This design comes from an exercise in tuning for small area on the open sky130 flow, not from production work. RTL that was checked went through simulation tests only; none was proved equivalent to the original. For run 8, only the layout was checked, not whether the RTL still works. Power figures rest on the tool's default switching activity, not on a simulated workload.

[design.v]
`timescale 1ns/1ps
module uart_ip_top (
    sys_clk,
    reset,
    din,
    ri,
    si,
    tx,
    dout,
    ro,
    so,
    rx
);
    input           sys_clk;
    input           reset;
    input   [0:7]   din;
    input           si;
    output          ri;
    output          tx;
    output  [0:7]   dout;
    input           ro;
    output          so;
    input           rx;
    reg     [8:0]   tc;
    wire            bit_tick = tc[8] & ~tc[7] & tc[6] & ~tc[5] & tc[4] & ~tc[3] & tc[2] & ~tc[0];
    wire            tc_two   = tc[8] & ~tc[7] & ~tc[5] & tc[4] & ~tc[3] & ~tc[2] & ~tc[1] & tc[0];
    always @(posedge sys_clk, posedge reset)
        if (reset)  tc <= 9'b001010100;
        else        tc <= {tc[7:0], tc[8] ^ tc[3] ^ bit_tick};
    reg     [0:7]   tmem [0:15];
    reg     [4:0]   tcnt;
    wire            t_full = tcnt[4];
    wire            t_ne   = |tcnt;
    integer         ti;
    assign ri = si & ~t_full;
    always @(posedge sys_clk)
        if (ri) begin
            tmem[0] <= din;
            for (ti = 1; ti < 16; ti = ti + 1)
                tmem[ti] <= tmem[ti - 1];
        end
    reg     [3:0]   tp;
    reg             e_s, e_ss;       
    wire            t_idle = (tp == 4'd3);
    always @(posedge sys_clk, posedge reset)
        if (reset) begin
            tp   <= 4'd3;
            e_s  <= 1'b0;
            e_ss <= 1'b0;
        end
        else if (bit_tick) begin
            e_s  <= t_ne;
            e_ss <= e_s;
            if (t_idle) begin
                if (e_ss) tp <= 4'd7;
            end
            else tp <= tp + 4'd1;
        end
    wire            t_rd = tc_two && tp == 4'd7;
    always @(posedge sys_clk, posedge reset)
        if (reset)  tcnt <= 5'd0;
        else        tcnt <= tcnt + {4'd0, ri} - {4'd0, t_rd};
    wire    [0:7]   tperm [0:15];
    genvar          tg;
    generate
        for (tg = 0; tg < 16; tg = tg + 1) begin : g_tperm
            assign tperm[tg] = tmem[(tg + 15) % 16];
        end
    endgenerate
    wire    [0:7]   told = tperm[tcnt[3:0]];
    reg     [0:7]   dt;
    always @(posedge sys_clk)
        if (bit_tick && t_idle && e_ss) dt <= told;
    wire            dbit = dt[~tp[2:0]];
    reg             par;
    always @(posedge sys_clk)
        if (bit_tick) par <= tp[3] & (par ^ dbit);
    assign tx = tp[3] ? dbit : (tp[2] ? 1'b0 : ((tp[1] | tp[0]) ? 1'b1 : par));
    reg     [4:0]   rc;
    wire            s_tick = (rc == 5'b01011);
    wire            rc_two = ~rc[4] & rc[3] & rc[2] & ~rc[0];
    always @(posedge sys_clk, posedge reset)
        if (reset)  rc <= 5'b11011;
        else        rc <= {rc[3:0], rc[4] ^ rc[1] ^ s_tick};
    reg             d1, d2, d3;
    always @(posedge sys_clk, posedge reset)
        if (reset) begin
            d1 <= 1'b0;
            d2 <= 1'b0;
            d3 <= 1'b0;
        end
        else if (s_tick) begin
            d1 <= rx;
            d2 <= d1;
            d3 <= d2;
        end
    reg             ridle;
    reg     [7:0]   k;
    wire            k_done = ~k[7] & ~k[6] & k[5];
    wire            r_done = ~ridle & k_done;
    always @(posedge sys_clk, posedge reset)
        if (reset) ridle <= 1'b1;
        else if (s_tick) begin
            if (ridle) begin
                if (~d2 & d3) ridle <= 1'b0;
            end
            else if (k_done) ridle <= 1'b1;
        end
    always @(posedge sys_clk)
        if (s_tick) begin
            if (ridle) k <= 8'h79;
            else       k <= k + 8'd1;
        end
    reg     [0:7]   sr;
    wire            shift = k[7] & (k[3:0] == 4'hf);
    always @(posedge sys_clk)
        if (s_tick && shift) sr <= {rx, sr[0:6]};
    reg     [0:7]   ring [0:15];
    reg     [3:0]   rpos;
    reg     [4:0]   cnt;
    reg             f_s, f_ss;       
    reg             wp;              
    wire            r_full = cnt[4];
    wire            wgo    = wp & rc_two;
    wire            rd     = so & ro;
    wire    [3:0]   wpos   = rpos + cnt[3:0];
    wire            wr_now = ~ridle & ~k[7] & ~k[6] & ~r_full & (wpos == 4'd15);
    always @(posedge sys_clk, posedge reset)
        if (reset) begin
            f_s  <= 1'b0;
            f_ss <= 1'b0;
            wp   <= 1'b0;
        end
        else begin
            if (s_tick) begin
                f_s  <= r_full;
                f_ss <= f_s;
            end
            if (s_tick && r_done) wp <= ~f_ss;
            else if (rc_two)      wp <= 1'b0;
        end
    integer         ri_;
    always @(posedge sys_clk) begin
        for (ri_ = 1; ri_ < 16; ri_ = ri_ + 1)
            ring[ri_] <= ring[ri_ - 1];
        ring[0] <= wr_now ? sr : ring[15];
    end
    always @(posedge sys_clk, posedge reset)
        if (reset) begin
            rpos <= 4'd0;
            cnt  <= 5'd0;
        end
        else begin
            rpos <= rpos + {3'd0, rd} + 4'd1;
            cnt  <= cnt + {4'd0, wgo} - {4'd0, rd};
        end
    assign so   = |cnt;
    assign dout = rd ? ring[rpos] : 8'd0;
endmodule
[flow/run.sh]
#!/bin/bash
# Own layout flow: the standard layout (standard.sh), with these changes.
#  1. Synthesis is ORFS's (synth_recipe.tcl, unchanged), but ABC maps the
#     logic with an area-oriented script (flow/abc_map.script) in place of
#     ORFS's delay-oriented abc_speed.script. Flip-flops are mapped by
#     dfflibmap before ABC runs, so the registers are the standard ones.
#  2. Port buffers use the smallest buffer cell.
#  3. Clock tree synthesis without dummy loads.
# Each tool's output goes to a log file in this folder.
set -euo pipefail
here=$(pwd)
rm -rf "$here/scripts_abc"
cp -r "$FLOW_HOME/scripts" "$here/scripts_abc"
cp "$here/flow/abc_map.script" "$here/scripts_abc/abc_speed.script"
bash standard.sh SCRIPTS_DIR="$here/scripts_abc" synth > "$here/synth.log" 2>&1
cts="-sink_clustering_enable -repair_clock_nets -dont_use_dummy_load"
cts="$cts -sink_clustering_size $(cat flow/cts_size) -sink_clustering_max_diameter $(cat flow/cts_diam)"
cts="$cts -buf_list $(cat flow/cts_buf)"
bash standard.sh BUFFER_PORTS_ARGS="-buffer_cell sky130_fd_sc_hd__buf_1" CTS_ARGS="$cts" > "$here/layout.log" 2>&1
test -s out/final.def
[flow/abc_map.script]
strash
ifraig
scorr
dc2
strash
&get -n
&st
&dch
&nf -R 1000 -p
&put
topo
stime -c
[flow/cts_buf]
sky130_fd_sc_hd__clkbuf_16
[flow/cts_diam]
80
[flow/cts_size]
36
[standard.sh]
#!/bin/bash
# synth_recipe.tcl (not shown) runs the flow's synth.tcl, then flattens the netlist and writes it again
# the make line also repeats each setting of config.mk as NAME=value (left out here)
make -C /OpenROAD-flow-scripts/flow DESIGN_CONFIG=/design/flow/config.mk WORK_HOME=/design/flow/orfs CLKGATE_MAP_FILE= SYNTH_SCRIPT=/design/flow/synth_recipe.tcl "${@:-finish}"
[config.mk]
export PLATFORM = sky130hd
export DESIGN_NAME = uart_ip_top
export DESIGN_NICKNAME = uart_ip_top
export VERILOG_FILES = /design/flow/design.v
export SDC_FILE = /design/flow/constraint.sdc
export NUM_CORES = 4
export LEC_CHECK = 0
export CAP_MARGIN = 20
export CORE_MARGIN = 2
export CORE_UTILIZATION = 60
export SLEW_MARGIN = 20
[constraint.sdc]
create_clock -name core_clock -period 20.0 [get_ports {sys_clk}]
set_input_delay 4.0000 -clock core_clock [delete_from_list [all_inputs] [get_ports {sys_clk}]]
set_output_delay 4.0000 -clock core_clock [all_outputs]
set_load 0.01 [all_outputs]
==> notes.md, run 1 <==
* Status: finished clean
* Async SR Flop Fraction at 0.127
* Fin crit share at 0.444
* Crit end category: primary output
* Sequential share of the synthesized area at 0.761
* Post-CTS Repair Setup Buffers at 0
* CTS tree: built
* Final Util at 0.666
* Worst hold path class: reg2reg
* Syn. warnings at 3
* Critical Path Fanout Max at 10
* Clk sinks at between 300 and 400
* Static Leak at 4.07 nW
* Clock transition at the registers of the reported paths at between 0.1 and 0.15 ns
* Vias at ~6100
* Most common cell in the netlist: edfxtp_1
* Synthesized instance count at approximately 660
* Max Slew Vio Count at 0
* Vias per inst at 6.49
* I/O Pins at 24
* Combinational group share of total power at 0.220
* Number of synthesized flops with an enable pin at about 150
* Cell taking the most area after synthesis: edfxtp_1
* Post-synthesis cell type count at between 40 and 50
* Clock Latency Late Sink at approximately 0.50 ns
* Site Rows at between 40 and 50
* Setup_tns at 0 ns
* Global route overflow at 0
* Total iterations of the first detailed-routing run at 8
* Worst Path Required at 16.00 ns
* WL/cell at roughly 24 um
* Final wirelength at 22.1 mm
* Initial antenna violation count at 0
* Final Hold Fails at 0
* Crit path kind: in2out
* H-tree depth at 1
* GPL Wtd Cong at between 0.8 and 0.9
* Dominant cells by area after synthesis: edfxtp_1 43%, dfxtp_1 24%, dfrtp_1 7.2%
* First-pass GRT wire length at between 30 and 40 mm
* Die H at 138 um
* DRT iter0 DRCs at between 800 and 900
* Width of the die at around 140 um
* Most used flip-flop cell after synthesis: edfxtp_1
* Reg power frac at 0.574
* Syn_nets at 700
* DRC Markers at 0
* Clk network pwr share at 0.206
* Max Clk Rate at 0.113 GHz
* Final setup viols at 0
* Diodes inserted at 0
* Core area at approximately 0.017 mm^2
* Crit path launch type: input pin
* Synth top area share at 0.427
* Initial core utilization at 0.618
* Post_cts resized at 0
* Mapped Avg Cell Area at approximately 16 um^2
* Pint at roughly 1.0 mW
* Crit path DAT at roughly 5 ns
* Clk root buf: clkbuf_16
* IO Port Bufs at 23
* Peak supply drop at approximately 0.1 mV
* Area of the die at about 0.019 mm^2
* Tmin final at between 8 and 9 ns
* Top cells by count, synth: 153 x edfxtp_1, 128 x dfxtp_1, 56 x a222oi_1
* Sw Ratio at 0.300
* Largest net degree at the start of global routing at 94
* Worst clock skew at 0.0407 ns
* RSZ-0062 raised after global routing: no
* Switch Pwr at roughly 0.45 mW
* Hpwl dp at between 10 and 15 mm
* Vias in the first global route at around 6000
* Final ANT Viol Nets at 0
* Max-cap violations at 0
* CTS buffer count at 14
* Hold_buf cts at 0
* # nets final at between 700 and 800
* Tot Pwr at around 1.5 mW
* Power per Cell Area at 128 mW/mm^2
* Least-Margin Pin Slew at about 1 ns
* Synthesized flop and latch total at ~320
* Area Growth Syn to Fin at 7.72%
* Overall Global Routing Usage at 0.234
* Max-slew headroom at 0.321
* Mapped cell area at roughly 0.011 mm^2
* Max clock buf depth at 3
* Share of cells above drive strength 1 at 0.0577
## stage by stage
stage               hold WS [ns]  setup WS (ns)  cells  area [um^2]
detailed placement         0.337          11.11    922        11200
CTS                        0.306          11.11    936        11600
finish                     0.311          11.12    936        11600
floorplan                  0.330           6.29    662        10800
global route               0.312          11.04    936        11600
global placement           0.333          11.20    922        11200
## power by group through the flow
stage                     sequential, mW  combinational, mW  clock [mW]
after floorplan                    0.858              0.214           0
after detailed placement           0.867              0.326           0
after global placement             0.864              0.315           0
after CTS                          0.854              0.327       0.316
after global routing               0.863              0.358       0.337
final                              0.855              0.328       0.307
## worst max-delay path, cell delays in order
cell and delay [ns]:
buf_1 0.08, nand2_1 0.31, a31oi_1 0.31, buf_1 0.18
## per-layer routing
| metal | vias to the layer above | global-route usage | part of all wire |
|---|---|---|---|
| met4 | 0 | 0.0573 | 0.019 |
| li1 | 2740 | - | - |
| met3 | 39 | 0.0318 | 0.064 |
| met5 | - | 0 | 0 |
| met2 | 272 | 0.406 | 0.50 |
| met1 | 3026 | 0.316 | 0.42 |
## state kept, by name (all words and copies together) (netlist names), 4 cells and up
signal and cells:
tc 9, k 8, dt 8, ring 128
rc 5, tmem 128, cnt 5, tp 4
rpos 4, tcnt 5, sr 8
## layout make-up
cell class                      count  area (um^2)
Clock buffer                       14          350
Fill cell                        1257         5820
Inverter                           25         93.8
Multi-Input combinational cell    315         2500
Sequential cell                   322         8200
Tap cell                          225          282
Timing Repair Buffer               35          180
## worst paths after layout
kind / startpoint / to / slack, ns / cells after the start
setup / recovery: ro / dout[0] / 11.12 / 4
hold / removal: ring[7][0] / ring[8][0] / 0.31 / 0
setup reg to reg: cnt[3] / cnt[4] / 16.75 / 15
hold reg to reg: ring[7][0] / ring[8][0] / 0.31 / 0
max in group asynchronous: reset / ridle / 16.01 / 3
min in group asynchronous: reset / tc[7] / 3.57 / 3
## placed cells by master, fill, tap and decap left out, types with 13 or more instances in the layout
master	Yosys	routed
edfxtp_1	153	153
dfxtp_1	128	128
a222oi_1	56	56
a22oi_1	31	31
dfrtp_1	31	31
nor2_1	26	26
clkinv_1	25	25
buf_1	0	23
nand2_1	22	22
ha_1	22	22
mux2_1	14	14
and3_1	14	14
clkbuf_16	0	14
xnor2_1	13	13
## kinds of logic after synthesis
family                     synth area share
AOI/OAI and AO/OA                     0.104
and+or+nand+nor                      0.0626
xor gates and xnor gates             0.0138
DFF                                   0.761
buffers and inverters               0.00872
muxes                                0.0188
adders and majority gates            0.0311
==> run 2: changes to the inputs <==
--- a/flow/run.sh
+++ b/flow/run.sh
@@ -6,2 +6,4 @@
 #     dfflibmap before ABC runs, so the registers are the standard ones.
+#     Adders are left to ABC as plain logic (no ADDER_MAP_FILE cells and no
+#     Kogge-Stone carry map), which ABC maps smaller for this design.
 #  2. Port buffers use the smallest buffer cell.
@@ -14,3 +16,3 @@
 cp "$here/flow/abc_map.script" "$here/scripts_abc/abc_speed.script"
-bash standard.sh SCRIPTS_DIR="$here/scripts_abc" synth > "$here/synth.log" 2>&1
+bash standard.sh SCRIPTS_DIR="$here/scripts_abc" ADDER_MAP_FILE= SYNTH_OPERATIONS_ARGS=-nofsm synth > "$here/synth.log" 2>&1
 cts="-sink_clustering_enable -repair_clock_nets -dont_use_dummy_load"
==> flow/abc_map.script (replaced) <==
strash
ifraig
scorr
dc2
strash
&get -n
&st
&dch
&nf -R 1000 -p -C 32 -F 8 -A 8
&put
topo
stime -c
==> flow/cts_diam (replaced) <==
100
==> flow/cts_size (replaced) <==
30
--- a/config.mk
+++ b/config.mk
@@ -10,2 +10,5 @@
 export CORE_UTILIZATION = 60
+export CTS_BUF_LIST = sky130_fd_sc_hd__clkbuf_16
+export CTS_CLUSTER_DIAMETER = 80
+export CTS_CLUSTER_SIZE = 30
 export SLEW_MARGIN = 20
==> notes.md, run 2 <==
* Crit path DAT at 5.02 ns (+0.14 ns)
* Slowest stage cell, crit path: buf_4
* Clock transition at the registers of the reported paths at 0.11 ns (about the same)
* DRT iter0 DRCs at 908 (+2.0%)
* Total iterations of the first detailed-routing run at 6 (-2)
* Final wirelength at 21.7 mm (-1.7%)
* Hold_buf cts at 0 (unchanged)
* Sequential share of the synthesized area at 0.782 (+0.0207)
* Largest net degree at the start of global routing at 71 (-24%)
* Synthesized instance count at 644 (-2.7%)
* Dominant cells by area after synthesis: edfxtp_1 44%, dfxtp_1 24%, dfrtp_1 7.4%
* Worst Path Required at 16.00 ns (about the same)
* Peak supply drop at 0.100 mV (-0.88%)
* Share of cells above drive strength 1 at 0.0647 (+0.00699)
* Global route overflow at 0 (unchanged)
* Diodes inserted at 0 (unchanged)
* Synthesized flop and latch total at 322 (unchanged)
* Synth top area share at 0.438 (+0.0116)
* Site Rows at 48 (unchanged)
* Initial core utilization at 0.610 (-0.00796)
* CTS tree: built
* Clock Latency Late Sink at 0.49 ns (about the same)
* R2R depth at 9 (-6)
* Power per Cell Area at 127 mW/mm^2 (-1.2%)
* Vias in the first global route at 5996 (-0.12%)
* Initial antenna violation count at 0 (unchanged)
* IO Port Bufs at 23 (unchanged)
* Post-CTS Repair Setup Buffers at 0 (unchanged)
* Vias per inst at 6.56 (+1.0%)
* Place WS at 10.95 ns (-0.160 ns)
* Overall Global Routing Usage at 0.242 (+0.00797)
* Hpwl dp at 13.6 mm (-1.5%)
* Crit-path cells: buf_1 > nor2b_4 > buf_4 > buf_1
* Mapped cell area at 0.0105 mm^2 (-2.6%)
* Top cells by count, synth: 153 x edfxtp_1, 128 x dfxtp_1, 57 x a222oi_1
* Most frequent CP cell: buf_1
* Worst hold path class: reg2reg
* DRC Markers at 0 (unchanged)
* Cell taking the most area after synthesis: edfxtp_1
* Reg-to-reg critical path endpoint: cnt[4]
* Clk sinks at 322 (unchanged)
* Reg-to-Reg Start: cnt[1]
* Max Slew Vio Count at 0 (unchanged)
* Final Hold Fails at 0 (unchanged)
* GPL Wtd Cong at 0.850 (+2.9%)
* Most used flip-flop cell after synthesis: edfxtp_1
* Critical Path Max Stage Delay at 0.60 ns (+0.29 ns)
* Setup crit end: ri
* Least-Margin Pin Slew at 1.03 ns (+0.0156 ns)
* Crit end category: primary output
* Static Leak at 3.82 nW (-6.1%)
* Worst clock skew at 0.0273 ns (-0.0134 ns)
* Most frequent cells in the layout: 153 x edfxtp_1, 128 x dfxtp_1, 57 x a222oi_1
* Tmin final at 9.02 ns (+0.143 ns)
* Max clock buf depth at 3 (unchanged)
* Syn_nets at 657 (-6.1%)
* WL/cell at 23.6 um (-0.13%)
* Crit path kind: in2out
* Fillers at 1256 (-0.080%)
* CP startpoint: si
* Width of the die at 136 um (-1.3%)
* Final setup viols at 0 (unchanged)
* Die H at 136 um (-1.3%)
* Number of synthesized flops with an enable pin at 153 (unchanged)
* Worst R2R Setup Slack at 17.33 ns (+0.58 ns)
* Syn. warnings at 3 (unchanged)
* Clk root buf: clkbuf_16
* Status: finished clean
* Setup ws final at 10.98 ns (-0.143 ns)
* Critical Path Fanout Max at 62 (+52)
* H-tree depth at 1 (unchanged)
* # nets final at 711 (-5.3%)
* RSZ-0062 raised after global routing: no
* Core area at 0.0172 mm^2 (-1.4%)
* Hold_ws at 0.334 ns (+0.0234 ns)
* Max Clk Rate at 0.111 GHz (-1.6%)
* Crit path launch type: input pin
* CTS buffer count at 14 (unchanged)
* I/O Pins at 24 (unchanged)
* Post_cts resized at 0 (unchanged)
* Most common cell in the netlist: edfxtp_1
* Async SR Flop Fraction at 0.127 (unchanged)
* Post-synthesis cell type count at 41 (-4.7%)
* Most common cell after layout, fill and taps aside: edfxtp_1
* Vias at 6041 (-0.59%)
* Area Growth Syn to Fin at 8.20%
* First-pass GRT wire length at 33.8 mm (+1.4%)
* Setup_tns at 0 ns (unchanged)
* Max-cap violations at 0 (unchanged)
* Top flop regs: ring x128, tmem x128, tc x9
* Final ANT Viol Nets at 0 (unchanged)
* Fin crit share at 0.451 (+0.00716)
* Max-slew headroom at 0.310 (-0.0116)
* Area of the die at 0.0185 mm^2 (-2.6%)
* Mapped Avg Cell Area at 16.3 um^2 (about the same)
run 2: cell types whose count changed after synthesis, sizes merged, moves of 4 or more:
cell,delta
nor2b,+4
xor2,+6
a22o,-4
nand2,+5
clkinv,-21
ha,-22
nor2,+7
nand2b,+8
nand4,+4
and3,-9
a21oi,-4
nor3,+7
a221oi,+4
run 2: power by group:
part | internal [mW] | total, mW | switching, mW
clock | 0.127 | 0.308 | 0.181
combinational | 0.0898 | 0.271 | 0.181
sequential | 0.794 | 0.860 | 0.0659
total | 1.01 | 1.44 | 0.428
run 2: worst max-delay path: cells and delay by family:
kind | cells | cell delay [ns]
buffers and inverters | 3 | 0.89
AND/OR/NAND/NOR | 1 | 0.13
run 2: per-layer routing:
metal	global-route usage	part of all wire
met1	0.346	0.43
met2	0.389	0.48
met3	0.0280	0.056
met4	0.0897	0.029
met5	0	0
run 2: area by class of cell:
type | count | area, um^2 | area share
Sequential cell | 322 | 8200 | 0.723
Multi-Input combinational cell | 318 | 2300 | 0.203
Clock buffer | 14 | 350 | 0.0309
Tap cell | 225 | 282 | 0.0248
Timing Repair Buffer | 38 | 199 | 0.0175
Inverter | 4 | 15.0 | 0.00132
run 2: metrics by stage:
step | instances | utilization | total power, mW | area, um^2
6_report | 921 | 0.660 | 1.44 | 11300
4_1_cts | 921 | 0.660 | 1.45 | 11300
3_3_place_gp | 907 | 0.640 | 1.13 | 11000
2_1_floorplan | 644 | - | 1.03 | 10500
3_5_place_dp | 907 | 0.640 | 1.14 | 11000
5_1_grt | 921 | 0.660 | 1.50 | 11300
run 2: cell families after synthesis:
family,Yosys count,synth area share
AND/OR/NAND/NOR,144,0.0725
buffers and inverters,4,0.00143
AO/OA/AOI/OAI,133,0.105
multiplexers,15,0.0172
flip-flops,322,0.782
XOR/XNOR,26,0.0217
run 2: worst min path at each step:
stage	from	end	slack, ns	cells past startpoint
final	ring[12][6]	ring[13][6]	0.33	0
after CTS	ring[12][6]	ring[13][6]	0.33	0
after detailed placement	ring[14][7]	ring[15][7]	0.34	0
after global routing	ring[12][6]	ring[13][6]	0.36	0
after global placement	ring[4][1]	ring[5][1]	0.33	0
after floorplan	ring[9][1]	ring[10][1]	0.33	0
==> run 3: changes to the inputs <==
==> flow/cts_diam (replaced) <==
80
==> notes.md, run 3 <==
* Status: finished clean
* Setup ws final at 10.97 ns (-0.00250 ns)
* Post-CTS Repair Setup Buffers at 0 (unchanged)
* Largest net degree at the start of global routing at 71 (unchanged)
* Site Rows at 48 (unchanged)
* Power per Cell Area at 128 mW/mm^2 (+0.76%)
* DRC Markers at 0 (unchanged)
* Mapped Avg Cell Area at 16.3 um^2 (unchanged)
* Static Leak at 3.84 nW (+0.32%)
* Setup_tns at 0 ns (unchanged)
* Diodes inserted at 0 (unchanged)
* CTS buffer count at 15 (+1)
* DRT iter0 DRCs at 820 (-9.7%)
* Tmin final at 9.03 ns (+0.00250 ns)
* Place WS at 10.95 ns (unchanged)
* Synthesized instance count at 644 (unchanged)
* Max Slew Vio Count at 0 (unchanged)
* WL/cell at 23.7 um (+0.60%)
* CTS tree: built
* Initial core utilization at 0.610 (unchanged)
* Syn. warnings at 3 (unchanged)
* Post-synthesis cell type count at 41 (unchanged)
* Core area at 0.0172 mm^2 (unchanged)
* Crit path launch type: input pin
* Post_cts resized at 0 (unchanged)
* Clock transition at the registers of the reported paths at 0.11 ns (about the same)
* Max-slew headroom at 0.276 (-0.0333)
* Syn_nets at 657 (unchanged)
* First-pass GRT wire length at 33.9 mm (+0.20%)
* Clk sinks at 322 (unchanged)
* Most frequent cells in the layout: 153 x edfxtp_1, 128 x dfxtp_1, 57 x a222oi_1
* Worst Path Required at 16.00 ns (about the same)
* Max-cap violations at 0 (unchanged)
* Initial antenna violation count at 0 (unchanged)
* Hpwl dp at 13.6 mm (unchanged)
* Crit path kind: in2out
* Critical Path Max Stage Delay at 0.60 ns (about the same)
* Max clock buf depth at 3 (unchanged)
* Sequential share of the synthesized area at 0.782 (unchanged)
* Most used flip-flop cell after synthesis: edfxtp_1
* Peak supply drop at 0.0956 mV (-4.4%)
* Most common cell in the netlist: edfxtp_1
* Die H at 136 um (unchanged)
* I/O Pins at 24 (unchanged)
* WP buf/inv at 3 (unchanged)
* Vias at 6025 (-0.26%)
* Clock Latency Late Sink at 0.50 ns (about the same)
* Mapped cell area at 0.0105 mm^2 (unchanged)
* Most common cell after layout, fill and taps aside: edfxtp_1
* Cell taking the most area after synthesis: edfxtp_1
* Clk root buf: clkbuf_16
* Max Clk Rate at 0.111 GHz (about the same)
* Area of the die at 0.0185 mm^2 (unchanged)
* Synthesized flop and latch total at 322 (unchanged)
* H-tree depth at 1 (unchanged)
* Crit path DAT at 5.03 ns (about the same)
* Final Hold Fails at 0 (unchanged)
* Vias per inst at 6.53 (-0.37%)
* Width of the die at 136 um (unchanged)
* Least-Margin Pin Slew at 1.08 ns (+0.0516 ns)
* Crit end category: primary output
* Global route overflow at 0 (unchanged)
* Area Growth Syn to Fin at 8.44%
* Final ANT Viol Nets at 0 (unchanged)
* Top flop regs: ring x128, tmem x128, tc x9
* Slowest stage cell, crit path: buf_4
* Placed insts at 907 (unchanged)
* Hold_buf cts at 0 (unchanged)
* Worst hold path class: reg2reg
* Most frequent CP cell: buf_1
* Fin crit share at 0.451 (about the same)
* Final setup viols at 0 (unchanged)
* Dominant cells by area after synthesis: edfxtp_1 44%, dfxtp_1 24%, dfrtp_1 7.4%
* # nets final at 712 (+0.14%)
* Crit-path cells: buf_1 > nor2b_4 > buf_4 > buf_1
* Total iterations of the first detailed-routing run at 7 (+1)
* CP top delay family: buffers and inverters
* Critical Path Fanout Max at 62 (unchanged)
* Synth top area share at 0.438 (unchanged)
* Vias in the first global route at 5981 (-0.25%)
* GPL Wtd Cong at 0.850 (unchanged)
* Top cells by count, synth: 153 x edfxtp_1, 128 x dfxtp_1, 57 x a222oi_1
* Share of cells above drive strength 1 at 0.0660 (+0.00134)
* Worst clock skew at 0.0423 ns (+0.0150 ns)
* Final cell count without fillers at 922 (+0.11%)
* Async SR Flop Fraction at 0.127 (unchanged)
* Final wirelength at 21.8 mm (+0.71%)
* Overall Global Routing Usage at 0.243 (+0.000921)
* IO Port Bufs at 23 (unchanged)
* Number of synthesized flops with an enable pin at 153 (unchanged)
* RSZ-0062 raised after global routing: no
## run 3: logic make-up (layout without fill, tap and decap cells)
family          count (synthesis)  after routing  synth area share
compound gates                133            133             0.105
xor+xnor                       26             26            0.0217
buf+inv                         4             57           0.00143
flops                         322            322             0.782
mux                            15             15            0.0172
simple gates                  144            144            0.0725
## run 3: routing by layer
layer  up-vias  track usage  routed length [um]
met5         -            0                   0
met4         0       0.0926                 635
met3        46       0.0287                1380
met2       266        0.391               10400
met1      3020        0.345                9410
li1       2693            -                   -
## run 3: power by group
group | switching (mW) | total [mW] | internal [mW]
Combinational | 0.180 | 0.270 | 0.0898
Sequential | 0.0663 | 0.861 | 0.794
Clock | 0.187 | 0.323 | 0.136
## run 3: per-stage QoR
stage                     total power [mW]   util  cell area, um^2  hold slack, ns
after CTS                             1.46  0.662            11400           0.338
after floorplan                       1.03      -            10500           0.330
after detailed placement              1.14  0.640            11000           0.338
after global routing                  1.51  0.662            11400           0.328
after global placement                1.13  0.640            11000           0.333
final                                 1.45  0.662            11400           0.329
## run 3: final cells by class
| type | count | area, um^2 |
|---|---|---|
| Timing Repair Buffer | 38 | 199 |
| Fill cell | 1255 | 5810 |
| Multi-Input combinational cell | 318 | 2300 |
| Inverter | 4 | 15.0 |
| Clock buffer | 15 | 375 |
| Sequential cell | 322 | 8200 |
| Tap cell | 225 | 282 |
## run 3: path summary, 6_finish.rpt
check,start,to,slack [ns],cells after the start
min reg2reg,ring[10][0],ring[11][0],0.33,0
max reg2reg,cnt[1],cnt[4],17.29,9
min in group asynchronous,reset,d3,3.57,3
min,ring[10][0],ring[11][0],0.33,0
max in group asynchronous,reset,tp[1],16.01,3
max,si,ri,10.97,4
==> run 4: changes to the inputs <==
==> flow/cts_diam (replaced) <==
150
--- a/config.mk
+++ b/config.mk
@@ -10,5 +10,2 @@
 export CORE_UTILIZATION = 60
-export CTS_BUF_LIST = sky130_fd_sc_hd__clkbuf_16
-export CTS_CLUSTER_DIAMETER = 80
-export CTS_CLUSTER_SIZE = 30
 export SLEW_MARGIN = 20
==> notes.md, run 4 <==
* Setup_tns at 0 ns (unchanged)
* Largest net degree at the start of global routing at 71 (unchanged)
* Vias at 6069 (+0.73%)
* Cell taking the most area after synthesis: edfxtp_1
* Place WS at 10.95 ns (unchanged)
* Final wirelength at 21.8 mm (-0.44%)
* Hpwl dp at 13.6 mm (unchanged)
* Crit path kind: in2out
* Crit path launch type: input pin
* DRT iter0 DRCs at 840 (+2.4%)
* Top flop regs: ring x128, tmem x128, tc x9
* Core area at 0.0172 mm^2 (unchanged)
* Setup crit end: ri
* Critical Path Fanout Max at 62 (unchanged)
* Worst R2R Setup Slack at 17.32 ns (+0.03 ns)
* Max-slew headroom at 0.307 (+0.0309)
* Synthesized flop and latch total at 322 (unchanged)
* Area of the die at 0.0185 mm^2 (unchanged)
* Hold_ws at 0.356 ns (+0.0276 ns)
* Final Hold Fails at 0 (unchanged)
* Hold_buf cts at 0 (unchanged)
* Diodes inserted at 0 (unchanged)
* WL/cell at 23.6 um (-0.33%)
* Area Growth Syn to Fin at 8.20%
* Fin crit share at 0.451 (about the same)
* Fillers at 1258 (+0.24%)
* Overall Global Routing Usage at 0.243 (-0.000553)
* Worst clock skew at 0.0316 ns (-0.0107 ns)
* Post_cts resized at 0 (unchanged)
* Top sig layer: met4
* Top cells by count, synth: 153 x edfxtp_1, 128 x dfxtp_1, 57 x a222oi_1
* Reg-to-Reg Start: cnt[1]
* Worst hold path class: reg2reg
* Number of synthesized flops with an enable pin at 153 (unchanged)
* Status: finished clean
* Site Rows at 48 (unchanged)
* Clk root buf: clkbuf_16
* Syn. warnings at 3 (unchanged)
* Vias per inst at 6.59 (+0.84%)
* Crit path DAT at 5.02 ns (about the same)
* Crit end category: primary output
* Least-Margin Pin Slew at 1.04 ns (-0.0462 ns)
* Most frequent cells in the layout: 153 x edfxtp_1, 128 x dfxtp_1, 57 x a222oi_1
* Initial antenna violation count at 0 (unchanged)
* Mapped Avg Cell Area at 16.3 um^2 (unchanged)
* Synth top area share at 0.438 (unchanged)
* Reg-to-reg critical path endpoint: cnt[4]
* I/O Pins at 24 (unchanged)
* Power per Cell Area at 127 mW/mm^2 (-0.65%)
* Sequential share of the synthesized area at 0.782 (unchanged)
* Setup ws final at 10.98 ns (+0.00510 ns)
* Synthesized instance count at 644 (unchanged)
* Dominant cells by area after synthesis: edfxtp_1 44%, dfxtp_1 24%, dfrtp_1 7.4%
* # nets final at 711 (-0.14%)
* CTS tree: built
* GPL Wtd Cong at 0.850 (unchanged)
* Syn_nets at 657 (unchanged)
* DR WL met2 at 10.4 mm (-0.52%)
* First-pass GRT wire length at 33.8 mm (-0.27%)
* Max-cap violations at 0 (unchanged)
* Most common cell in the netlist: edfxtp_1
* Post-synthesis cell type count at 41 (unchanged)
* Width of the die at 136 um (unchanged)
* IO Port Bufs at 23 (unchanged)
* Clk sinks at 322 (unchanged)
* Vias in the first global route at 5992 (+0.18%)
* CTS buffer count at 14 (-1)
* Static Leak at 3.82 nW (-0.32%)
* Peak supply drop at 0.139 mV (+45%)
* H-tree depth at 1 (unchanged)
* Most used flip-flop cell after synthesis: edfxtp_1
* Final setup viols at 0 (unchanged)
* Max clock buf depth at 3 (unchanged)
* Final ANT Viol Nets at 0 (unchanged)
* Max Clk Rate at 0.111 GHz (about the same)
* Die H at 136 um (unchanged)
* Worst Path Required at 16.00 ns (about the same)
* Clock transition at the registers of the reported paths at 0.10 ns (about the same)
* Mapped cell area at 0.0105 mm^2 (unchanged)
* Most common cell after layout, fill and taps aside: edfxtp_1
* Max Slew Vio Count at 0 (unchanged)
* Share of cells above drive strength 1 at 0.0647 (-0.00134)
* RSZ-0062 raised after global routing: no
* Total iterations of the first detailed-routing run at 6 (-1)
* DRC Markers at 0 (unchanged)
* Tmin final at 9.02 ns (-0.00510 ns)
* Async SR Flop Fraction at 0.127 (unchanged)
* Post-CTS Repair Setup Buffers at 0 (unchanged)
* Clock Latency Late Sink at 0.49 ns (about the same)
* WL met1 at 9.40 mm (-0.13%)
* Initial core utilization at 0.610 (unchanged)
* DR WL met3 at 1.36 mm (-1.5%)
* R2R depth at 9 (unchanged)
* CP startpoint: si
* Global route overflow at 0 (unchanged)
run 4: cell counts after synthesis:
No cell type changed its count.
run 4: layout make-up:
cell class	count	area, um^2	area share
multi-input combinational	318	2300	0.203
tap	225	282	0.0248
timing repair buffer	38	199	0.0175
inverter	4	15.0	0.00132
sequential	322	8200	0.723
clock buffer	14	350	0.0309
run 4: metal layers:
layer,vias to the layer above,track usage
li1,2699,-
met1,3061,0.346
met2,266,0.384
met3,43,0.0302
met4,0,0.100
met5,-,0
run 4: worst min-delay path by stage:
stage                     start          end  slack (ns)  depth (start not counted)
global placement     ring[4][1]   ring[5][1]        0.33                          0
floorplan            ring[9][1]  ring[10][1]        0.33                          0
CTS                  ring[4][1]   ring[5][1]        0.35                          0
detailed placement  ring[14][7]  ring[15][7]        0.34                          0
global route         ring[4][1]   ring[5][1]        0.36                          0
finish               ring[0][5]   ring[1][5]        0.36                          0
run 4: metrics by stage:
stage	power, mW	util	cells	instance area [um^2]
4_1_cts	1.45	0.660	921	11300
3_5_place_dp	1.14	0.640	907	11000
6_report	1.44	0.660	921	11300
3_3_place_gp	1.13	0.640	907	11000
2_1_floorplan	1.03	-	644	10500
5_1_grt	1.50	0.660	921	11300
run 4: cells by family after synthesis:
| logic type | Yosys count | synth area share |
|---|---|---|
| muxes | 15 | 0.0172 |
| xor gates and xnor gates | 26 | 0.0217 |
| AOI/OAI and AO/OA | 133 | 0.105 |
| and+or+nand+nor | 144 | 0.0725 |
| buffers and inverters | 4 | 0.00143 |
| DFF | 322 | 0.782 |
run 4: critical path, cell delays in order:
cell and delay, ns:
buf_1 0.08, nor2b_4 0.13, buf_4 0.59, buf_1 0.21
run 4: report_power, final:
part / internal (mW) / switching [mW] / total [mW] / leakage, nW
Clock: 0.127 / 0.182 / 0.309 / 0.173
Combinational: 0.0898 / 0.181 / 0.271 / 0.716
Sequential: 0.794 / 0.0663 / 0.861 / 2.94
==> run 5: changes to the inputs <==
==> flow/cts_diam (replaced) <==
60
==> flow/cts_size (replaced) <==
34
--- a/config.mk
+++ b/config.mk
@@ -9,3 +9,3 @@
 export CORE_MARGIN = 2
-export CORE_UTILIZATION = 60
+export CORE_UTILIZATION = 70
 export SLEW_MARGIN = 20
==> notes.md, run 5 <==
* Status: finished clean
* Async SR Flop Fraction at 0.127 (unchanged)
* Least-Margin Pin Slew at 1.04 ns (+0.00940 ns)
* Crit path launch type: input pin
* CTS tree: built
* Clk sinks at 322 (unchanged)
* CP startpoint: ro
* Diodes inserted at 0 (unchanged)
* Clock Latency Late Sink at 0.50 ns (about the same)
* Max Clk Rate at 0.112 GHz (+1.1%)
* Setup crit end: dout[0]
* Critical Path Fanout Max at 12 (-81%)
* Dominant cells by area after synthesis: edfxtp_1 44%, dfxtp_1 24%, dfrtp_1 7.4%
* Final setup viols at 0 (unchanged)
* Largest net degree at the start of global routing at 95 (+34%)
* Crit path DAT at 4.92 ns (-0.10 ns)
* First-pass GRT wire length at 33.1 mm (-2.1%)
* DRC Markers at 0 (unchanged)
* Worst clock skew at 0.0378 ns (+0.00624 ns)
* Static Leak at 3.85 nW (+0.68%)
* Power per Cell Area at 127 mW/mm^2 (+0.18%)
* Area of the die at 0.0160 mm^2 (-14%)
* Final instance area at 0.0113 mm^2 (-0.13%)
* Hpwl dp at 13.1 mm (-3.5%)
* Post-synthesis cell type count at 41 (unchanged)
* Clk root buf: clkbuf_16
* Synth top area share at 0.438 (unchanged)
* Worst Path Required at 16.00 ns (about the same)
* Vias at 6076 (+0.12%)
* Core area at 0.0146 mm^2 (-15%)
* Vias per inst at 6.87 (+4.3%)
* Fin crit share at 0.446 (-0.00482)
* # nets final at 715 (+0.56%)
* H-tree depth at 1 (unchanged)
* Clk network pwr share at 0.219 (+0.004)
* Max-slew headroom at 0.301 (-0.00629)
* Post-place instance area at 0.0109 mm^2 (-0.40%)
* Final ANT Viol Nets at 0 (unchanged)
* Initial core utilization at 0.718 (+0.108)
* Most used flip-flop cell after synthesis: edfxtp_1
* Share of cells above drive strength 1 at 0.0657 (+0.00106)
* Syn_nets at 657 (unchanged)
* Post-CTS Repair Setup Buffers at 0 (unchanged)
* Synthesized instance count at 644 (unchanged)
* Crit path kind: in2out
* Max clock buf depth at 3 (unchanged)
* Syn. warnings at 3 (unchanged)
* WL/cell at 23.8 um (+0.69%)
* Synthesized flop and latch total at 322 (unchanged)
* Combinational group share of total power at 0.184 (-0.004)
* Overall Global Routing Usage at 0.266 (+0.0236)
* Tmin final at 8.92 ns (-0.0963 ns)
* Site Rows at 44 (-8.3%)
* Initial antenna violation count at 0 (unchanged)
* Tot Pwr at 1.44 mW (about the same)
* Clock transition at the registers of the reported paths at 0.12 ns (+0.02 ns)
* Mapped cell area at 0.0105 mm^2 (unchanged)
* Reg power frac at 0.597 (about the same)
* Critical Path Max Stage Delay at 0.34 ns (-0.25 ns)
* Setup_tns at 0 ns (unchanged)
* Post_cts resized at 0 (unchanged)
* Fillers at 831 (-34%)
* Crit end category: primary output
* Area Growth Syn to Fin at 8.06%
* R2R depth at 9 (unchanged)
* Number of synthesized flops with an enable pin at 153 (unchanged)
* Max Slew Vio Count at 0 (unchanged)
* Global route overflow at 0 (unchanged)
* Most common cell in the netlist: edfxtp_1
* I/O Pins at 24 (unchanged)
* DRT iter0 DRCs at 861 (+2.5%)
* Final wirelength at 21.0 mm (-3.4%)
* CTS buffer count at 15 (+1)
* Width of the die at 126 um (-7.2%)
* Worst hold path class: reg2reg
* Cell taking the most area after synthesis: edfxtp_1
* Top flop regs: ring x128, tmem x128, tc x9
* GPL Wtd Cong at 0.869 (+2.2%)
* RSZ-0062 raised after global routing: no
* Hold_buf cts at 0 (unchanged)
* Worst hold start: ring[1][5]
* Worst R2R Setup Slack at 17.38 ns (+0.06 ns)
* Most frequent cells in the layout: 153 x edfxtp_1, 128 x dfxtp_1, 57 x a222oi_1
* Top cells by count, synth: 153 x edfxtp_1, 128 x dfxtp_1, 57 x a222oi_1
* Slowest stage cell, crit path: nand2_1
* Final Hold Fails at 0 (unchanged)
* Sw Ratio at 0.291 (-0.00685)
* Most common cell after layout, fill and taps aside: edfxtp_1
* Pint at 1.02 mW (+1.0%)
* Most frequent CP cell: buf_1
* Vias in the first global route at 6096 (+1.7%)
* Mapped Avg Cell Area at 16.3 um^2 (unchanged)
* Reg-to-Reg Start: cnt[1]
* Max-cap violations at 0 (unchanged)
* Switch Pwr at 0.420 mW (-2.3%)
* Reg-to-reg critical path endpoint: cnt[4]
* IO Port Bufs at 23 (unchanged)
* Peak supply drop at 0.166 mV (+20%)
* Sequential share of the synthesized area at 0.782 (unchanged)
* Total iterations of the first detailed-routing run at 6 (unchanged)
* Crit-path cells: buf_1 > nand2_1 > a31oi_1 > buf_1
* Die H at 126 um (-7.2%)
run 5: cell counts after synthesis:
No cell type changed its count.
run 5: final cells by class:
cell class	count	area, um^2	share of cell area
repair buffers	41	225	0.0199
inverters	4	15.0	0.00133
flip-flops and latches	322	8200	0.724
multi-input cells	318	2280	0.202
well taps	184	230	0.0203
clock buffers	15	375	0.0331
run 5: how the worst min path moves through the flow:
| stage | end | slack [ns] | cells after the start |
|---|---|---|---|
| after floorplan | ring[10][1] | 0.33 | 0 |
| after global placement | ring[2][7] | 0.33 | 0 |
| after detailed placement | ring[5][1] | 0.33 | 0 |
| after CTS | ring[2][5] | 0.32 | 0 |
| after global routing | ring[2][5] | 0.33 | 0 |
| final | ring[2][5] | 0.32 | 0 |
run 5: power by group through the flow:
stage | clock (mW) | sequential, mW | combinational [mW]
6_report | 0.315 | 0.861 | 0.265
5_1_grt | 0.342 | 0.870 | 0.287
4_1_cts | 0.319 | 0.859 | 0.263
3_5_place_dp | 0 | 0.871 | 0.263
3_3_place_gp | 0 | 0.866 | 0.252
2_1_floorplan | 0 | 0.862 | 0.171
run 5: metrics by stage:
stage | hold slack [ns] | instances | util | worst slack [ns]
3_3_place_gp | 0.333 | 869 | 0.750 | 11.14
5_1_grt | 0.333 | 884 | 0.776 | 11.01
4_1_cts | 0.318 | 884 | 0.776 | 11.10
2_1_floorplan | 0.330 | 644 | - | 6.25
3_5_place_dp | 0.335 | 869 | 0.750 | 11.10
6_report | 0.317 | 884 | 0.776 | 11.08
run 5: metal layers:
| metal | vias up | wire length (um) | GRT usage |
|---|---|---|---|
| li1 | 2701 | - | - |
| met1 | 2971 | 8280 | 0.367 |
| met2 | 340 | 10400 | 0.444 |
| met3 | 64 | 1660 | 0.0312 |
| met4 | 0 | 696 | 0.104 |
| met5 | - | 0 | 0 |
run 5: critical path: cells and delay by family:
kind | cells | cell delay (ns)
buffers and inverters | 2 | 0.25
AOI/OAI and AO/OA | 1 | 0.34
and+or+nand+nor | 1 | 0.34
run 5: cell families after synthesis:
| group | share of synthesized area |
|---|---|
| AOI/OAI and AO/OA | 0.105 |
| xor gates and xnor gates | 0.0217 |
| buffers and inverters | 0.00143 |
| DFF | 0.782 |
| muxes | 0.0172 |
| and+or+nand+nor | 0.0725 |
==> run 6: changes to the inputs <==
==> flow/cts_diam (replaced) <==
100
==> flow/cts_size (replaced) <==
30
--- a/config.mk
+++ b/config.mk
@@ -9,3 +9,4 @@
 export CORE_MARGIN = 2
-export CORE_UTILIZATION = 70
+export CORE_UTILIZATION = 50
+export GPL_TIMING_DRIVEN = 0
 export SLEW_MARGIN = 20
==> notes.md, run 6 <==
* Critical Path Fanout Max at 29 (+17)
* Hpwl dp at 13.8 mm (+5.0%)
* Async SR Flop Fraction at 0.127 (unchanged)
* Vias in the first global route at 6053 (-0.71%)
* Dominant cells by area after synthesis: edfxtp_1 44%, dfxtp_1 24%, dfrtp_1 7.4%
* Worst Path Required at 16.00 ns (about the same)
* Vias at 6030 (-0.76%)
* Total iterations of the first detailed-routing run at 9 (+3)
* Max Slew Vio Count at 0 (unchanged)
* Width of the die at 149 um (+18%)
* Mapped cell area at 0.0105 mm^2 (unchanged)
* Fin crit share at 0.479 (+0.0327)
* I/O Pins at 24 (unchanged)
* Static Leak at 3.84 nW (-0.21%)
* Setup_tns at 0 ns (unchanged)
* Status: finished clean
* Vias per inst at 6.26 (-8.9%)
* CTS buffer count at 14 (-1)
* Synth top area share at 0.438 (unchanged)
* Most used flip-flop cell after synthesis: edfxtp_1
* RSZ-0062 raised after global routing: no
* Site Rows at 52 (+18%)
* Die H at 149 um (+18%)
* Post_cts resized at 0 (unchanged)
* Clk sinks at 322 (unchanged)
* Initial core utilization at 0.513 (-0.205)
* Final instance area at 0.0115 mm^2 (+1.4%)
* Setup ws final at 10.42 ns (-0.655 ns)
* Top cells by count, synth: 153 x edfxtp_1, 128 x dfxtp_1, 57 x a222oi_1
* Cell taking the most area after synthesis: edfxtp_1
* Share of cells above drive strength 1 at 0.0779 (+0.0122)
* Max-cap violations at 0 (unchanged)
* Crit end category: primary output
* Critical Path Max Stage Delay at 0.64 ns (+0.30 ns)
* WL/cell at 22.6 um (-5.0%)
* H-tree depth at 1 (unchanged)
* Clock transition at the registers of the reported paths at 0.11 ns (about the same)
* Most frequent cells in the layout: 153 x edfxtp_1, 128 x dfxtp_1, 57 x a222oi_1
* Met3 Use GR at 0.0284 (-0.00277)
* Area of the die at 0.0221 mm^2 (+39%)
* Crit path launch type: input pin
* Initial antenna violation count at 0 (unchanged)
* Largest net degree at the start of global routing at 42 (-56%)
* Max clock buf depth at 3 (unchanged)
* Hold_ws at 0.342 ns (+0.0259 ns)
* Met1 Track Usage GR at 0.269 (-0.0978)
* Met2 GRT Util at 0.331 (-0.112)
* CP top delay family: buffers and inverters
* Syn_nets at 657 (unchanged)
* Synthesized flop and latch total at 322 (unchanged)
* DRT iter0 DRCs at 783 (-9.1%)
* Post-CTS Repair Setup Buffers at 0 (unchanged)
* Max-slew headroom at 0.287 (-0.0140)
* Diodes inserted at 0 (unchanged)
* Peak supply drop at 0.0756 mV (-54%)
* Max Clk Rate at 0.104 GHz (-6.8%)
* Crit path DAT at 5.58 ns (+0.66 ns)
* Syn. warnings at 3 (unchanged)
* CTS tree: built
* Top flop regs: ring x128, tmem x128, tc x9
* Area Growth Syn to Fin at 9.61%
* Slowest stage cell, crit path: nor2b_4
* Core area at 0.0204 mm^2 (+40%)
* Hold_buf cts at 0 (unchanged)
* Clock Latency Late Sink at 0.50 ns (about the same)
* Busiest grt layer: met2
* Most common cell in the netlist: edfxtp_1
* Power per Cell Area at 126 mW/mm^2 (-0.82%)
* First-pass GRT wire length at 34.0 mm (+2.8%)
* Worst hold path class: reg2reg
* Crit path kind: in2out
* # nets final at 708 (-0.98%)
* Place WS at 10.39 ns (-0.704 ns)
* Global route overflow at 0 (unchanged)
* Final wirelength at 21.8 mm (+3.5%)
* Post-synthesis cell type count at 41 (unchanged)
* Clk root buf: clkbuf_16
* Post-place instance area at 0.0111 mm^2 (+1.7%)
* Final setup viols at 0 (unchanged)
* WP buf/inv at 5 (+3)
* IO Port Bufs at 23 (unchanged)
* DRC Markers at 0 (unchanged)
* Final ANT Viol Nets at 0 (unchanged)
* Mapped Avg Cell Area at 16.3 um^2 (unchanged)
* Number of synthesized flops with an enable pin at 153 (unchanged)
* Tmin final at 9.58 ns (+0.655 ns)
* Final Hold Fails at 0 (unchanged)
* Overall Global Routing Usage at 0.200 (-0.0657)
* Most common cell after layout, fill and taps aside: edfxtp_1
* GPL Wtd Cong at 0.840 (-3.3%)
* Crit-path cells: buf_1 > nor2b_4 > buf_12 > buf_16 > buf_16 > buf_1
* Sequential share of the synthesized area at 0.782 (unchanged)
* Least-Margin Pin Slew at 1.07 ns (+0.0209 ns)
* Worst clock skew at 0.0237 ns (-0.0141 ns)
* Synthesized instance count at 644 (unchanged)
-- run 6: through the flow --
step | std cells | util | power (mW)
floorplan | 644 | - | 1.03
global placement | 937 | 0.534 | 1.13
detailed placement | 949 | 0.545 | 1.15
CTS | 963 | 0.562 | 1.46
global route | 963 | 0.562 | 1.52
finish | 963 | 0.562 | 1.45
-- run 6: worst paths after layout --
path | cells past startpoint | to | slack [ns] | start
min in group asynchronous | 2 | tc[5] | 3.56 | reset
worst min-delay path | 0 | ring[8][0] | 0.34 | ring[7][0]
worst max register to register | 9 | cnt[4] | 17.29 | cnt[1]
worst max-delay path | 6 | ri | 10.42 | si
worst min register to register | 0 | ring[8][0] | 0.34 | ring[7][0]
max in group asynchronous | 2 | tcnt[3] | 16.00 | reset
-- run 6: per-layer routing --
layer | part of all wire | routed length (um)
met1 | 0.41 | 8950
met2 | 0.48 | 10500
met3 | 0.068 | 1490
met4 | 0.038 | 836
met5 | 0 | 0
-- run 6: cells by family (layout without fill, tap and decap cells) --
kind of cell	after synthesis	count (layout)	synth area share
flip-flops	322	322	0.782
AND/OR/NAND/NOR	144	144	0.0725
AO/OA/AOI/OAI	133	133	0.105
XOR/XNOR	26	26	0.0217
multiplexers	15	15	0.0172
buffers and inverters	4	53	0.00143
-- run 6: where the power goes --
group	switching, mW	internal (mW)	total, mW
Combinational	0.180	0.0968	0.277
Clock	0.183	0.127	0.311
Sequential	0.0692	0.793	0.862
Total	0.433	1.02	1.45
-- run 6: final cells by class --
| type | count | area [um^2] |
|---|---|---|
| multi-input cells | 318 | 2360 |
| flip-flops and latches | 322 | 8200 |
| clock buffers | 14 | 350 |
| fillers | 1631 | 8940 |
| repair buffers | 35 | 231 |
| well taps | 270 | 338 |
| inverters | 4 | 16.3 |
==> run 7: changes to the inputs <==
--- a/config.mk
+++ b/config.mk
@@ -9,3 +9,3 @@
 export CORE_MARGIN = 2
-export CORE_UTILIZATION = 50
+export CORE_UTILIZATION = 60
 export GPL_TIMING_DRIVEN = 0
==> notes.md, run 7 <==
* Status: finished clean
* Final ANT Viol Nets at 0 (unchanged)
* Area of the die at 0.0185 mm^2 (-16%)
* Final cell count without fillers at 919 (-4.6%)
* CTS tree: built
* Clock Latency Late Sink at 0.50 ns (about the same)
* Worst hold path class: reg2reg
* H-tree depth at 1 (unchanged)
* Max Clk Rate at 0.110 GHz (+5.8%)
* Core area at 0.0172 mm^2 (-16%)
* Dominant cells by area after synthesis: edfxtp_1 44%, dfxtp_1 24%, dfrtp_1 7.4%
* I/O Pins at 24 (unchanged)
* IO Port Bufs at 23 (unchanged)
* # nets final at 709 (+0.14%)
* Clock transition at the registers of the reported paths at 0.12 ns (about the same)
* Share of cells above drive strength 1 at 0.0793 (+0.00133)
* Post-CTS Repair Setup Buffers at 0 (unchanged)
* Overall Global Routing Usage at 0.240 (+0.0397)
* Site Rows at 48 (-7.7%)
* Top cells by count, synth: 153 x edfxtp_1, 128 x dfxtp_1, 57 x a222oi_1
* Vias in the first global route at 5991 (-1.0%)
* Width of the die at 136 um (-8.5%)
* Synthesized instance count at 644 (unchanged)
* CTS buffer count at 14 (unchanged)
* Total iterations of the first detailed-routing run at 7 (-2)
* Number of synthesized flops with an enable pin at 153 (unchanged)
* Critical Path Fanout Max at 12 (-59%)
* Final Hold Fails at 0 (unchanged)
* Tmin final at 9.05 ns (-0.526 ns)
* Die H at 136 um (-8.5%)
* Hold_ws at 0.335 ns (-0.00745 ns)
* CP top delay family: compound AO/OA/AOI/OAI gates
* Clk sinks at 322 (unchanged)
* Most frequent cells in the layout: 153 x edfxtp_1, 128 x dfxtp_1, 57 x a222oi_1
* Max clock buf depth at 3 (unchanged)
* R2R depth at 9 (unchanged)
* Crit-path cells: buf_1 > nand2_1 > a31oi_1 > buf_1
* Sequential share of the synthesized area at 0.782 (unchanged)
* Global route overflow at 0 (unchanged)
* Most common cell after layout, fill and taps aside: edfxtp_1
* Initial core utilization at 0.610 (+0.0972)
* Setup crit end: dout[1]
* Tot Pwr at 1.46 mW (+0.41%)
* Max-cap violations at 0 (unchanged)
* Setup_tns at 0 ns (unchanged)
* Least-Margin Pin Slew at 1.07 ns (+0.00196 ns)
* Crit path launch type: input pin
* Async SR Flop Fraction at 0.127 (unchanged)
* Post-synthesis cell type count at 41 (unchanged)
* Static Leak at 3.87 nW (+0.58%)
* Hpwl dp at 14.0 mm (+1.3%)
* Critical Path Max Stage Delay at 0.44 ns (-0.20 ns)
* DRT iter0 DRCs at 801 (+2.3%)
* Most common cell in the netlist: edfxtp_1
* DRC Markers at 0 (unchanged)
* First-pass GRT wire length at 33.5 mm (-1.4%)
* Mapped cell area at 0.0105 mm^2 (unchanged)
* Worst Path Required at 16.00 ns (about the same)
* GPL Wtd Cong at 0.828 (-1.4%)
* Most frequent CP cell: buf_1
* Vias at 6031 (+0.017%)
* Slowest stage cell, crit path: a31oi_1
* Mapped Avg Cell Area at 16.3 um^2 (unchanged)
* Fin crit share at 0.453 (-0.0263)
* Worst clock skew at 0.0274 ns (+0.00366 ns)
* Top flop regs: ring x128, tmem x128, tc x9
* Syn. warnings at 3 (unchanged)
* RSZ-0062 raised after global routing: no
* Initial antenna violation count at 0 (unchanged)
* Vias per inst at 6.56 (+4.8%)
* Area Growth Syn to Fin at 9.67% (about the same)
* Final wirelength at 21.7 mm (-0.22%)
* Reg-to-Reg Start: cnt[1]
* CP startpoint: ro
* Max-slew headroom at 0.285 (-0.00131)
* Reg-to-reg critical path endpoint: cnt[4]
* Final setup viols at 0 (unchanged)
* Post_cts resized at 0 (unchanged)
* WP depth at 4 (-2)
* Synth top area share at 0.438 (unchanged)
* Peak supply drop at 0.118 mV (+57%)
* Most used flip-flop cell after synthesis: edfxtp_1
* Crit end category: primary output
* Cell taking the most area after synthesis: edfxtp_1
* Final Util at 0.669 (+0.107)
* Diodes inserted at 0 (unchanged)
* Syn_nets at 657 (unchanged)
* Largest net degree at the start of global routing at 41 (-2.4%)
* Placed insts at 905 (-4.6%)
* Clk root buf: clkbuf_16
* WP buf/inv at 2 (-3)
* Hold_buf cts at 0 (unchanged)
* Synthesized flop and latch total at 322 (unchanged)
* Crit path kind: in2out
* Max Slew Vio Count at 0 (unchanged)
* Crit path DAT at 5.05 ns (-0.53 ns)
* Worst R2R Setup Slack at 17.37 ns (+0.08 ns)
* Power per Cell Area at 127 mW/mm^2 (+0.35%)
* WL/cell at 23.6 um (+4.6%)
## run 7: where the power goes
part,leakage [nW],switching (mW),total (mW),internal [mW]
clock network,0.173,0.179,0.306,0.127
registers,2.94,0.0705,0.864,0.793
logic,0.756,0.184,0.286,0.102
total,3.87,0.434,1.46,1.02
## run 7: metal layers
layer / part of all wire / routed length (um) / GRT usage
met2: 0.50 / 10800 / 0.397
met4: 0.029 / 634 / 0.0914
met3: 0.069 / 1500 / 0.0477
met1: 0.41 / 8810 / 0.317
met5: 0 / 0 / 0
## run 7: cell type report
cell class                      instances  area [um^2]
Multi-Input combinational cell        318         2360
Timing Repair Buffer                   36          294
Fill cell                            1206         5680
Clock buffer                           14          350
Sequential cell                       322         8200
Inverter                                4         16.3
Tap cell                              225          282
## run 7: cells by family after synthesis
family                 after synthesis  synth area share
AO/OA/AOI/OAI                      133             0.105
XOR/XNOR                            26            0.0217
multiplexers                        15            0.0172
flip-flops                         322             0.782
buffers and inverters                4           0.00143
AND/OR/NAND/NOR                    144            0.0725
## run 7: how the worst min path moves through the flow
stage / start / endpoint / slack, ns / cells past startpoint
after global placement: ring[10][0] / ring[11][0] / 0.33 / 0
after global routing: ring[2][4] / ring[3][4] / 0.35 / 0
after floorplan: ring[9][1] / ring[10][1] / 0.33 / 0
after detailed placement: ring[2][4] / ring[3][4] / 0.34 / 0
final: ring[0][1] / ring[1][1] / 0.33 / 0
after CTS: ring[0][1] / ring[1][1] / 0.35 / 0
## run 7: through the flow
stage               instance area [um^2]  setup WS, ns
finish                             11500         10.95
global route                       11500         10.83
CTS                                11500         10.94
detailed placement                 11100         10.90
global placement                   10800          4.23
floorplan                          10500          6.25
## run 7: worst register-to-register path: stages, from the launching register on
cell,delay (ns)
dfrtp_1,0.48
nor3_1,0.28
nand2_1,0.10
nand2_1,0.48
a21oi_1,0.17
nand2b_1,0.23
a31oi_1,0.32
nor2_1,0.12
a32oi_1,0.24
xnor2_1,0.14
==> run 8: changes to the inputs <==
--- a/design.v
+++ b/design.v
@@ -23,3 +23,4 @@
     input           rx;
-    reg     [8:0]   tc;
+    reg     [8:0]   tq;
+    wire    [8:0]   tc = tq ^ 9'b001010100;
     wire            bit_tick = tc[8] & ~tc[7] & tc[6] & ~tc[5] & tc[4] & ~tc[3] & tc[2] & ~tc[0];
@@ -27,4 +28,4 @@
     always @(posedge sys_clk, posedge reset)
-        if (reset)  tc <= 9'b001010100;
-        else        tc <= {tc[7:0], tc[8] ^ tc[3] ^ bit_tick};
+        if (reset)  tq <= 9'd0;
+        else        tq <= {tc[7:0], tc[8] ^ tc[3] ^ bit_tick} ^ 9'b001010100;
     reg     [0:7]   tmem [0:15];
@@ -41,3 +42,4 @@
         end
-    reg     [3:0]   tp;
+    reg     [3:0]   tpq;
+    wire    [3:0]   tp = tpq ^ 4'b0011;
     reg             e_s, e_ss;       
@@ -46,3 +48,3 @@
         if (reset) begin
-            tp   <= 4'd3;
+            tpq  <= 4'd0;
             e_s  <= 1'b0;
@@ -54,5 +56,5 @@
             if (t_idle) begin
-                if (e_ss) tp <= 4'd7;
+                if (e_ss) tpq <= 4'd7 ^ 4'b0011;
             end
-            else tp <= tp + 4'd1;
+            else tpq <= (tp + 4'd1) ^ 4'b0011;
         end
@@ -78,3 +80,4 @@
     assign tx = tp[3] ? dbit : (tp[2] ? 1'b0 : ((tp[1] | tp[0]) ? 1'b1 : par));
-    reg     [4:0]   rc;
+    reg     [4:0]   rq;
+    wire    [4:0]   rc = rq ^ 5'b11011;
     wire            s_tick = (rc == 5'b01011);
@@ -82,4 +85,4 @@
     always @(posedge sys_clk, posedge reset)
-        if (reset)  rc <= 5'b11011;
-        else        rc <= {rc[3:0], rc[4] ^ rc[1] ^ s_tick};
+        if (reset)  rq <= 5'd0;
+        else        rq <= {rc[3:0], rc[4] ^ rc[1] ^ s_tick} ^ 5'b11011;
     reg             d1, d2, d3;
@@ -96,3 +99,4 @@
         end
-    reg             ridle;
+    reg             rbusy;           
+    wire            ridle = ~rbusy;
     reg     [7:0]   k;
@@ -101,8 +105,8 @@
     always @(posedge sys_clk, posedge reset)
-        if (reset) ridle <= 1'b1;
+        if (reset) rbusy <= 1'b0;
         else if (s_tick) begin
             if (ridle) begin
-                if (~d2 & d3) ridle <= 1'b0;
+                if (~d2 & d3) rbusy <= 1'b1;
             end
-            else if (k_done) ridle <= 1'b1;
+            else if (k_done) rbusy <= 1'b0;
         end
==> flow/cts_size (replaced) <==
32
--- a/config.mk
+++ b/config.mk
@@ -10,3 +10,2 @@
 export CORE_UTILIZATION = 60
-export GPL_TIMING_DRIVEN = 0
 export SLEW_MARGIN = 20
==> notes.md, run 8 <==
* Hpwl dp at 13.8 mm (-1.5%)
* WHS Path Cells at 0 (unchanged)
* GPL Wtd Cong at 0.815 (-1.6%)
* Site Rows at 48 (unchanged)
* Synthesized instance count at 649 (+0.78%)
* Global route overflow at 0 (unchanged)
* Largest net degree at the start of global routing at 76 (+85%)
* Clk root buf: clkbuf_16
* Area Growth Syn to Fin at 8.37%
* Reg-to-Reg Start: tpq[0]
* H-tree depth at 1 (unchanged)
* Synth top area share at 0.439 (+0.000576)
* DRC Markers at 0 (unchanged)
* Pint at 1.01 mW (-0.95%)
* Crit path launch type: input pin
* Hold_buf cts at 0 (unchanged)
* Most common cell in the netlist: edfxtp_1
* Reg power frac at 0.602 (+0.009)
* Initial antenna violation count at 0 (unchanged)
* CTS buffer count at 14 (unchanged)
* First-pass GRT wire length at 33.5 mm (-0.10%)
* Syn_nets at 662 (+0.76%)
* Dominant cells by area after synthesis: edfxtp_1 44%, dfxtp_1 24%, dfrtp_1 9.8%
* Max clock buf depth at 3 (unchanged)
* Final instance area at 0.0113 mm^2 (-1.3%)
* Worst hold start: ring[8][1]
* Static Leak at 3.82 nW (-1.1%)
* Top sig layer: met4
* Crit path kind: in2out
* Top cells by count, synth: 153 x edfxtp_1, 128 x dfxtp_1, 52 x a222oi_1
* Crit end category: primary output
* Core area at 0.0172 mm^2 (unchanged)
* DR WL met2 at 10.7 mm (-0.84%)
* CTS tree: built
* Worst clock skew at 0.0761 ns (+0.0487 ns)
* Clock Latency Late Sink at 0.50 ns (about the same)
* Max-cap violations at 0 (unchanged)
* I/O Pins at 24 (unchanged)
* Least-Margin Pin Slew at 1.02 ns (-0.0446 ns)
* Final ANT Viol Nets at 0 (unchanged)
* WP depth at 4 (unchanged)
* CP startpoint: ro
* CP top delay family: simple AND/OR/NAND/NOR gates
* Vias per inst at 6.52 (-0.67%)
* Combinational group share of total power at 0.183 (-0.014)
* Share of cells above drive strength 1 at 0.0541 (-0.0252)
* WL met1 at 8.71 mm (-1.2%)
* Max Clk Rate at 0.111 GHz (+0.47%)
* WL/cell at 23.4 um (-0.76%)
* Mapped cell area at 0.0105 mm^2 (-0.13%)
* Final cell count without fillers at 928 (+0.98%)
* Placed insts at 914 (+0.99%)
* Post-place instance area at 0.0110 mm^2 (-1.4%)
* Vias in the first global route at 5982 (-0.15%)
* Worst Path Required at 16.00 ns (about the same)
* Critical Path Max Stage Delay at 0.35 ns (-0.09 ns)
* Width of the die at 136 um (about the same)
* Final setup viols at 0 (unchanged)
* Post-synthesis cell type count at 36 (-12%)
* Critical Path Fanout Max at 11 (-1)
* Total iterations of the first detailed-routing run at 6 (-1)
* Tmin final at 9.01 ns (-0.0423 ns)
* Mapped Avg Cell Area at 16.1 um^2 (-0.90%)
* Async SR Flop Fraction at 0.127 (unchanged)
* Most frequent CP cell: buf_1
* Vias at 6049 (+0.30%)
* Top flop regs: ring x128, tmem x128, tq x9
* IO Port Bufs at 23 (unchanged)
* Crit-path cells: buf_1 > nand2_1 > a41oi_1 > buf_1
* Switch Pwr at 0.421 mW (-2.9%)
* Fin crit share at 0.451 (-0.00212)
* RSZ-0062 raised after global routing: no
* Setup_tns at 0 ns (unchanged)
* Hold_ws at 0.338 ns (+0.00322 ns)
* Worst hold path class: reg2reg
* Status: finished clean
* Clk sinks at 322 (unchanged)
* Cell taking the most area after synthesis: edfxtp_1
* Most used flip-flop cell after synthesis: edfxtp_1
* Clock transition at the registers of the reported paths at 0.12 ns (about the same)
* Synthesized flop and latch total at 322 (unchanged)
* # nets final at 718 (+1.3%)
* Most frequent cells in the layout: 153 x edfxtp_1, 128 x dfxtp_1, 52 x a222oi_1
* Sw Ratio at 0.294 (-0.00424)
* Post-CTS Repair Setup Buffers at 0 (unchanged)
* Sequential share of the synthesized area at 0.782 (about the same)
* DRT iter0 DRCs at 1022 (+28%)
* Max-slew headroom at 0.315 (+0.0298)
* Area of the die at 0.0185 mm^2 (-0.13%)
* Crit path DAT at 5.01 ns (-0.04 ns)
* Diodes inserted at 0 (unchanged)
* R2R depth at 9 (unchanged)
* Max Slew Vio Count at 0 (unchanged)
* Final wirelength at 21.8 mm (+0.21%)
* Number of synthesized flops with an enable pin at 153 (unchanged)
* WP buf/inv at 2 (unchanged)
* Initial core utilization at 0.609 (-0.000801)
* Clk network pwr share at 0.216 (+0.006)
* DR WL met3 at 1.80 mm (+21%)
* Die H at 136 um (about the same)
* Slowest stage cell, crit path: nand2_1
* Syn. warnings at 3 (unchanged)
* Peak supply drop at 0.0776 mV (-34%)
* Final Hold Fails at 0 (unchanged)
* Overall Global Routing Usage at 0.239 (-0.00165)
* Most common cell after layout, fill and taps aside: edfxtp_1
* Power per Cell Area at 126 mW/mm^2 (-0.23%)
* Post_cts resized at 0 (unchanged)
-- run 8: cell types whose count changed after synthesis, sizes merged, moves of 3 or more --
cell    before  now
a21oi        8   11
a22o         1    4
nand3b       3    0
a222oi      57   52
clkinv       4   14
nand2b      13    9
dfstp       10    0
dfrtp       31   41
and4        10    6
nand4        9   13
o21ai        7   11
-- run 8: metrics by stage --
step	util	setup slack, ns	power [mW]
after floorplan	-	6.25	1.03
after global placement	0.640	11.00	1.12
after detailed placement	0.640	10.99	1.13
after CTS	0.660	10.98	1.43
after global routing	0.660	10.86	1.49
final	0.660	10.99	1.43
-- run 8: cell families (layout without fill, tap and decap cells) --
group	after synthesis	in the layout	share of synthesized area
AOI/OAI and AO/OA	141	141	0.110
xor gates and xnor gates	26	26	0.0218
buffers and inverters	14	68	0.00502
DFF	322	322	0.782
muxes	16	16	0.0194
and+or+nand+nor	130	130	0.0625
-- run 8: cell type report --
class / instances / area [um^2]
sequential: 322 / 8180
fill: 1231 / 5830
multi-input combinational: 313 / 2260
clock buffer: 14 / 350
tap: 225 / 282
timing repair buffer: 40 / 214
inverter: 14 / 52.6
-- run 8: power groups by stage --
stage | Clock [mW] | Sequential [mW] | Combinational, mW
2_1_floorplan | 0 | 0.863 | 0.169
5_1_grt | 0.334 | 0.873 | 0.282
6_report | 0.309 | 0.863 | 0.262
4_1_cts | 0.314 | 0.861 | 0.259
3_3_place_gp | 0 | 0.870 | 0.249
3_5_place_dp | 0 | 0.874 | 0.258
-- run 8: metal layers --
metal	GRT usage	up-vias
li1	-	2694
met1	0.322	3010
met2	0.401	295
met3	0.0440	50
met4	0.0677	0
met5	0	-
-- run 8: path summary, 6_finish.rpt --
path                       slack, ns          to
max in group asynchronous      16.06      cnt[4]
hold / removal                  0.34  ring[9][1]
setup / recovery               10.99     dout[4]
min in group asynchronous       3.57       tq[8]
hold reg to reg                 0.34  ring[9][1]
setup reg to reg               17.43     tcnt[4]

afterwards: timing with drivers on the ports:
How much do the figures lean on ideal ports? The routed layouts below were timed once more, with nothing changed but the port constraints. Step 1: set_driving_cell puts a clkbuf_16 on sys_clk and a buf_2 on each other input, an assumption about the parent block. Step 2, shift: input delay + t, output delay - t, t = (earliest + latest rising clock arrival at the registers) / 2. This alone moves slack from input paths to output paths. Three values: ideal ports, drivers, drivers and shift; two values: the first two.
run | t (ns) | slack for setup (ns) | latest minus earliest clock arrival (ns) | cell pins on the clock port's net
run 1 | 0.518 | 11.119 / 11.093 / 11.093 | 0.041 / 0.041 | 1
run 2 | 0.522 | 10.976 / 10.954 / 10.954 | 0.027 / 0.027 | 1
run 3 | 0.524 | 10.974 / 10.951 / 10.951 | 0.048 / 0.047 | 1
run 4 | 0.517 | 10.979 / 10.956 / 10.956 | 0.031 / 0.032 | 1
run 5 | 0.521 | 11.075 / 11.053 / 11.053 | 0.038 / 0.038 | 1
run 6 | 0.536 | 10.420 / 10.396 / 10.396 | 0.025 / 0.025 | 1
run 7 | 0.521 | 10.947 / 10.922 / 10.922 | 0.035 / 0.036 | 1
run 8 | 0.502 | 10.989 / 10.967 / 10.967 | 0.081 / 0.081 | 1
After both steps setup and hold are still met in every run listed. For run 1, which loses most, drivers alone change the setup slack by -0.026 ns; drivers and shift together by -0.026 ns.
